Background: an optimization exercise with open tools, aiming at small area. Do not read the settings as production practice. At most, simulation tests tie the RTL to the original design; equivalence was not proved. Power figures rest on the tool's default switching activity, not on a simulated workload.

==> build 67: inputs <==
// dso100fb
module dso100fb (
    input         CLK,
    input         RST_N,
    input  [31:0] PADDR,
    input         PENABLE,
    output [31:0] PRDATA,
    output        PREADY,
    output        PSLVERR,
    input         PSEL,
    input  [31:0] PWDATA,
    input         PWRITE,
    output [71:0] MCMD_TDATA,
    input         MCMD_TREADY,
    output        MCMD_TVALID,
    input   [7:0] MSTS_TDATA,
    output        MSTS_TREADY,
    input         MSTS_TVALID,
    input  [31:0] MDATA_TDATA,
    output        MDATA_TREADY,
    input         MDATA_TVALID,
    output [31:0] VID_DATA,
    output        VID_DE,
    output        VID_HSYNC,
    output        VID_VSYNC,
    output        INTR,
    output        LCD_ENABLE,
    output        BL_ENABLE,
    output        OVERLAY_EN,
    input         OVERLAY_VALID,
    input  [31:0] OVERLAY_DATA,
    output        OVERLAY_SYNC,
    output        VID_RST_N
);
==> flow/config.mk <==
export PLATFORM = sky130hd
export DESIGN_NAME = dso100fb
export DESIGN_NICKNAME = dso100fb
export VERILOG_FILES = /design/flow/design.v
export SDC_FILE = /design/flow/constraint.sdc
export NUM_CORES = 4
export LEC_CHECK = 0
export CAP_MARGIN = 20
export CORE_MARGIN = 2
export CORE_UTILIZATION = 60
export CTS_BUF_LIST = sky130_fd_sc_hd__clkbuf_8
export CTS_CLUSTER_DIAMETER = 60
export CTS_CLUSTER_SIZE = 16
export PLACE_DENSITY = 0.75
export SLEW_MARGIN = 20
==> flow/constraint.sdc <==
create_clock -name core_clock -period 10.0 [get_ports {CLK}]
set_input_delay 2.0000 -clock core_clock [delete_from_list [all_inputs] [get_ports {CLK}]]
set_output_delay 2.0000 -clock core_clock [all_outputs]
set_load 0.01 [all_outputs]
standard.sh (not shown) runs the stock make flow with config.mk's settings and CLKGATE_MAP_FILE= SYNTH_SCRIPT=/design/flow/synth_recipe.tcl, a recipe that flattens the netlist after the stock synthesis.
==> flow/flow/run.sh <==
#!/bin/bash
set -euo pipefail
export BUFFER_PORTS_ARGS="-buffer_cell sky130_fd_sc_hd__buf_1"
bash standard.sh finish > standard_flow.log 2>&1
==> build 64 (differences from build 67) <==
--- a/flow/config.mk
+++ b/flow/config.mk
@@ -9,7 +9,7 @@
 export CORE_MARGIN = 2
 export CORE_UTILIZATION = 60
 export CTS_BUF_LIST = sky130_fd_sc_hd__clkbuf_8
-export CTS_CLUSTER_DIAMETER = 60
-export CTS_CLUSTER_SIZE = 16
-export PLACE_DENSITY = 0.75
+export CTS_CLUSTER_DIAMETER = 70
+export CTS_CLUSTER_SIZE = 15
+export PLACE_DENSITY = 0.85
 export SLEW_MARGIN = 20
==> comparison <==
Count of clock-buffer cells in the layout: build 67 is higher than build 64 (8).
Of build 67 and build 64, build 64 has the higher worst hold slack (gap 0.020 ns).
Of build 64 and build 67, build 67 has the higher utilization (gap 0.33 points).
Of build 67 and build 64, build 64 has the higher register-to-register slack (gap 0.36 ns).
Combinational power is about the same in build 64 and build 67.

* * *

==> 10-26: inputs <==
dso100fb, a different RTL version from the one above (not shown whole).
==> module dso100fb_video_mix_saturating_add, before the edit <==
module dso100fb_video_mix_saturating_add (
    input [7:0] A,
    input [7:0] B,
    output [7:0] O
);
    wire [8:0] sum;
    assign sum = { 1'b0, A } + { 1'b0, B };
    assign O = sum[7:0] | { 8 { sum[8] } };
endmodule
clock: 10.0 ns
lec_check: 0
cap_margin: 20
core_margin: 2
core_utilization: 40
slew_margin: 20
Scripts as last shown in full above: flow/flow/run.sh
==> 04-10 (differences from 10-26) <==
--- a/flow/design.v
+++ b/flow/design.v
@@ -540,13 +540,22 @@
 module dso100fb_video_mix_saturating_add (
     input [7:0] A,
     input [7:0] B,
     output [7:0] O
 );
-    wire [8:0] sum;
-    assign sum = { 1'b0, A } + { 1'b0, B };
-    assign O = sum[7:0] | { 8 { sum[8] } };
+    wire [8:0] c;
+    wire [7:0] s;
+    assign c[0] = 1'b0;
+    genvar i;
+    generate
+        for(i = 0; i < 8; i = i + 1)
+        begin : rca
+            assign s[i] = A[i] ^ B[i] ^ c[i];
+            assign c[i + 1] = (A[i] & B[i]) | (c[i] & (A[i] ^ B[i]));
+        end
+    endgenerate
+    assign O = s | { 8 { c[8] } };
 endmodule
 module dso100fb_video_mix (
     input             VIDCLK,
     input             RST_N,
     input             VIDEO_VALID,
- CTS_BUF_LIST: unset -> sky130_fd_sc_hd__clkbuf_16
- CTS_CLUSTER_DIAMETER: unset -> 80
- CTS_CLUSTER_SIZE: unset -> 26
==> 12-19 (differences from 10-26) <==
--- a/flow/design.v
+++ b/flow/design.v
@@ -193,60 +193,70 @@
     input             CLK,
     input             RD_RST_N,
     input             RD,
     output reg        RD_EMPTY,
     output reg        RD_VALID,
+    input             RD_GATE,
     output     [31:0] RD_DATA,
     input             WR_RST_N,
     input             WR,
     output reg        WR_FULL,
     input      [31:0] WR_DATA
 );
     reg [5:0] rbin, wbin;
-    reg [5:0] wq1_rbin, wq2_rbin;
-    reg [5:0] rq1_wbin, rq2_wbin;
+    reg       rv1, rv2;
+    reg [1:0] h, h1;
+    reg WR_FULL2;
     wire wr_en = WR & ~WR_FULL;
     wire rd_en = RD & ~RD_EMPTY;
-    wire [5:0] wbinnext = wbin + wr_en;
-    wire [5:0] rbinnext = rbin + rd_en;
+    wire [5:0] n = wbin - rbin;
+    wire [5:0] wseen = n + { 5'b0, rv1 } + { 5'b0, rv2 };
     always @ (posedge CLK or negedge WR_RST_N)
         if(!WR_RST_N)
         begin
             wbin <= 6'b0;
-            { wq2_rbin, wq1_rbin } <= 12'b0;
+            rv1 <= 1'b0;
+            rv2 <= 1'b0;
+            h <= 2'b0;
+            h1 <= 2'b0;
             WR_FULL <= 1'b0;
+            WR_FULL2 <= 1'b0;
         end
         else
         begin
-            wbin <= wbinnext;
-            { wq2_rbin, wq1_rbin } <= { wq1_rbin, rbin };
-            WR_FULL <= (wbinnext == { ~wq2_rbin[5], wq2_rbin[4:0] });
+            wbin <= wbin + wr_en;
+            rv1 <= rd_en;
+            rv2 <= rv1;
+            h <= (RD_RST_N ? h1 : h) + wr_en;
+            h1 <= (RD_RST_N ? 2'b0 : h1) + wr_en;
+            WR_FULL <= (wseen + wr_en == 6'd32);
+            WR_FULL2 <= wr_en ? (wseen == 6'd31) : (wseen == 6'd32);
         end
     always @ (posedge CLK or negedge RD_RST_N)
         if(!RD_RST_N)
         begin
             rbin <= 6'b0;
-            { rq2_wbin, rq1_wbin } <= 12'b0;
             RD_EMPTY <= 1'b1;
             RD_VALID <= 1'b0;
         end
         else
         begin
-            rbin <= rbinnext;
-            { rq2_wbin, rq1_wbin } <= { rq1_wbin, wbin };
-            RD_EMPTY <= (rbinnext == rq2_wbin);
-            RD_VALID <= rd_en;
+            rbin <= rbin + rd_en;
+            RD_EMPTY <= (n - { 4'b0, h } == { 5'b0, rd_en });
+            RD_VALID <= rd_en && RD_GATE;
         end
     reg [31:0] mem [0:31];
     wire [4:0] wslot = wbin[4:0] + 5'd1;
     genvar p;
     generate
         for(p = 0; p < 32; p = p + 1)
         begin : slot
+            wire sel = (wslot == p);
+            wire we = WR & ~WR_FULL & sel;
+            wire hold = ~(WR & ~WR_FULL2 & sel);
             always @ (posedge CLK)
-                if(wr_en && wslot == p)
-                    mem[p] <= WR_DATA;
+                mem[p] <= (WR_DATA & {32{we}}) | (mem[p] & {32{hold}});
         end
     endgenerate
     reg [31:0] rdata;
     integer k;
     always @*
@@ -268,11 +278,12 @@
     output       VIDEO_FETCH,
     output       OVERLAY_EN,
     output       OVERLAY_SYNC,
     input [143:0] TIMING,
     input   [2:0] POL,
-    output       FRAME
+    output       FRAME,
+    output       DE_NEXT
 );
     localparam H_IDLE    = 3'd0;
     localparam H_FP      = 3'd1;
     localparam H_SYNC    = 3'd2;
     localparam H_BP      = 3'd3;
@@ -528,35 +539,46 @@
             VID_HSYNC <= 1'b0;
             VID_VSYNC <= 1'b0;
         end
         else
         begin
-            VID_DE <= de ^ pol_vid[0];
+            VID_DE <= DE_NEXT;
             VID_HSYNC <= hsync ^ pol_vid[1];
             VID_VSYNC <= vsync ^ pol_vid[2];
         end
     assign VIDEO_FETCH = de;
+    assign DE_NEXT = de ^ pol_vid[0];
     assign OVERLAY_SYNC = frame;
 endmodule
 module dso100fb_video_mix_saturating_add (
     input [7:0] A,
     input [7:0] B,
     output [7:0] O
 );
-    wire [8:0] sum;
-    assign sum = { 1'b0, A } + { 1'b0, B };
-    assign O = sum[7:0] | { 8 { sum[8] } };
+    wire [8:0] c;
+    wire [7:0] s;
+    assign c[0] = 1'b0;
+    genvar i;
+    generate
+        for(i = 0; i < 8; i = i + 1)
+        begin : rca
+            assign s[i] = A[i] ^ B[i] ^ c[i];
+            assign c[i + 1] = (A[i] & B[i]) | (c[i] & (A[i] ^ B[i]));
+        end
+    endgenerate
+    assign O = s | { 8 { c[8] } };
 endmodule
 module dso100fb_video_mix (
     input             VIDCLK,
     input             RST_N,
     input             VIDEO_VALID,
     input      [31:0] VIDEO_DATA,
     input             OVERLAY_EN,
     input             OVERLAY_VALID,
     input      [31:0] OVERLAY_DATA,
     input             DE,
+    input             DE_NEXT,
     input             HSYNC,
     input             VSYNC,
     output reg [31:0] VID_DATA,
     output reg        VID_DE,
     output reg        VID_HSYNC,
@@ -570,11 +592,11 @@
     reg de2, hsync2, vsync2;
     always @ (posedge VIDCLK or negedge RST_N)
         if(!RST_N)
             overlay_valid <= 1'b0;
         else
-            overlay_valid <= OVERLAY_EN && OVERLAY_VALID;
+            overlay_valid <= OVERLAY_EN && OVERLAY_VALID && DE_NEXT;
     assign video_data = VIDEO_DATA;
     assign overlay_data = overlay_valid ? OVERLAY_DATA : 32'b0;
     genvar byte_i;
     generate
         for(byte_i = 0; byte_i < 4; byte_i = byte_i + 1)
@@ -596,11 +618,11 @@
             { VID_HSYNC, hsync2 } <= 2'b0;
             { VID_VSYNC, vsync2 } <= 2'b0;
         end
         else
         begin
-            VID_DATA <= de2 ? mix : 32'b0;
+            VID_DATA <= mix;
             { VID_DE, de2 } <= { de2, DE };
             { VID_HSYNC, hsync2 } <= { hsync2, HSYNC };
             { VID_VSYNC, vsync2 } <= { vsync2, VSYNC };
         end
 endmodule
@@ -647,10 +669,11 @@
     wire fifo_full, video_empty, video_fetch;
     wire de, hsync, vsync;
     wire [4:0] rd_slot;
     wire [31:0] video_pixel;
     wire video_valid;
+    wire de_next;
     reg vid_rst_n;
     reg vid_rst_sync;
     always @ (posedge CLK or negedge RST_N)
         if(!RST_N)
             { vid_rst_n, vid_rst_sync } <= 2'b00;
@@ -682,10 +705,11 @@
         .CLK(CLK),
         .RD_RST_N(vid_rst_n),
         .RD(video_fetch),
         .RD_EMPTY(video_empty),
         .RD_VALID(video_valid),
+        .RD_GATE(de_next),
         .RD_DATA(video_pixel),
         .WR_RST_N(RST_N),
         .WR(MDATA_TVALID),
         .WR_FULL(fifo_full),
         .WR_DATA(MDATA_TDATA)
@@ -694,15 +718,16 @@
     dso100fb_sync sync (
         .CLK(CLK), .RST_N(RST_N), .VID_RST_N(vid_rst_n), .EN(sync_enable),
         .VID_DE(de), .VID_HSYNC(hsync), .VID_VSYNC(vsync),
         .VIDEO_FETCH(video_fetch), .OVERLAY_EN(OVERLAY_EN), .OVERLAY_SYNC(OVERLAY_SYNC),
         .TIMING(timing), .POL(pol),
-        .FRAME(frame)
+        .FRAME(frame),
+        .DE_NEXT(de_next)
     );
     dso100fb_video_mix mixer (
         .VIDCLK(CLK), .RST_N(vid_rst_n),
         .VIDEO_VALID(video_valid), .VIDEO_DATA(video_pixel),
         .OVERLAY_EN(OVERLAY_EN), .OVERLAY_VALID(OVERLAY_VALID), .OVERLAY_DATA(OVERLAY_DATA),
-        .DE(de), .HSYNC(hsync), .VSYNC(vsync),
+        .DE(de), .DE_NEXT(de_next), .HSYNC(hsync), .VSYNC(vsync),
         .VID_DATA(VID_DATA), .VID_DE(VID_DE), .VID_HSYNC(VID_HSYNC), .VID_VSYNC(VID_VSYNC)
     );
 endmodule
- CORE_UTILIZATION: 40 -> 60
- CTS_BUF_LIST: unset -> sky130_fd_sc_hd__clkbuf_8
- CTS_CLUSTER_DIAMETER: unset -> 55
- CTS_CLUSTER_SIZE: unset -> 18
- PLACE_DENSITY: unset -> 0.75
==> results_dict.tcl <==
set metrics [dict create \
    multi_input_area_sq_um 14000 \
    outcome "complete, no violations" \
    whs_ns 0.248 \
    path_delay_family "compound AO/OA/AOI/OAI gates" \
    ys_ff_latch 1453 \
    antenna_found_initial 14 \
    areaGrowthSynthToFinish_pct 15.0 \
    synthAdderAreaFrac_pct 0.983 \
]
The numbers above come from 10-26.

==> results_dict.tcl <==
set metrics [dict create \
    ys_ff_latch 1436 \
    areaGrowthSynthToFinish_pct 8.73 \
    whs_ns 0.224 \
    synthAdderAreaFrac_pct 1.60 \
    outcome "complete, no violations" \
    multi_input_area_sq_um 23100 \
    die-area_sq_um 95600 \
    hold_viol_final 0 \
    antenna_found_initial 15 \
]
The numbers above come from 12-19.

==> results_dict.tcl <==
set metrics [dict create \
    p_leak_nw 20.8 \
    outcome "complete, no violations" \
    r2r_start "fb_fifo.rbin[4]" \
    path_delay_family "adder cells" \
    ys_ff_latch 1453 \
    multi_input_area_sq_um 13600 \
    startpoint_type "flop" \
    final_util_pct 44.8 \
    yosys.area_share.simple_pct 7.47 \
    whs_ns 0.303 \
    areaGrowthSynthToFinish_pct 11.4 \
    synthAdderAreaFrac_pct 1.23 \
    antenna_found_initial 15 \
]
The numbers above come from 04-10.

Function not checked in 10-26: the RTL went through the layout flow alone.

[separate check: timing with driven ports]
The flow's constraints put no driver on any port. The routed layouts listed below were extracted and timed again, unchanged, in two steps.
Step 1, drivers: a clkbuf_16 drives CLK and a buf_2 each remaining input, both assumed.
Step 2 times the ports against the registers' clock, not the clock port: input delays grow and output delays shrink by t, the midpoint of the rising clock arrivals with the driver on.
Three values: ideal ports, drivers, drivers and shift; two values: the first two.
| run | t (ns) | setup WS [ns] | slew at the worst register clock pin (ns) | pins driven straight from the clock port |
|---|---|---|---|---|
| build 67 | 0.871 | 2.727 / 2.727 / 2.727 | 0.11 / 0.11 | 1 |
| build 64 | 0.915 | 3.087 / 3.087 / 3.087 | 0.11 / 0.11 | 1 |
| 10-26 | 0.841 | 4.712 / 4.712 / 4.508 | 0.07 / 0.07 | 1 |
| 04-10 | 0.769 | 3.148 / 3.148 / 3.148 | 0.10 / 0.10 | 1 |
| 12-19 | 0.917 | 3.012 / 3.012 / 3.012 | 0.12 / 0.12 | 1 |
After both steps every run listed still meets setup and hold. For 10-26, which loses most, drivers alone change the setup slack by 0.000 ns; drivers and shift together by -0.204 ns.
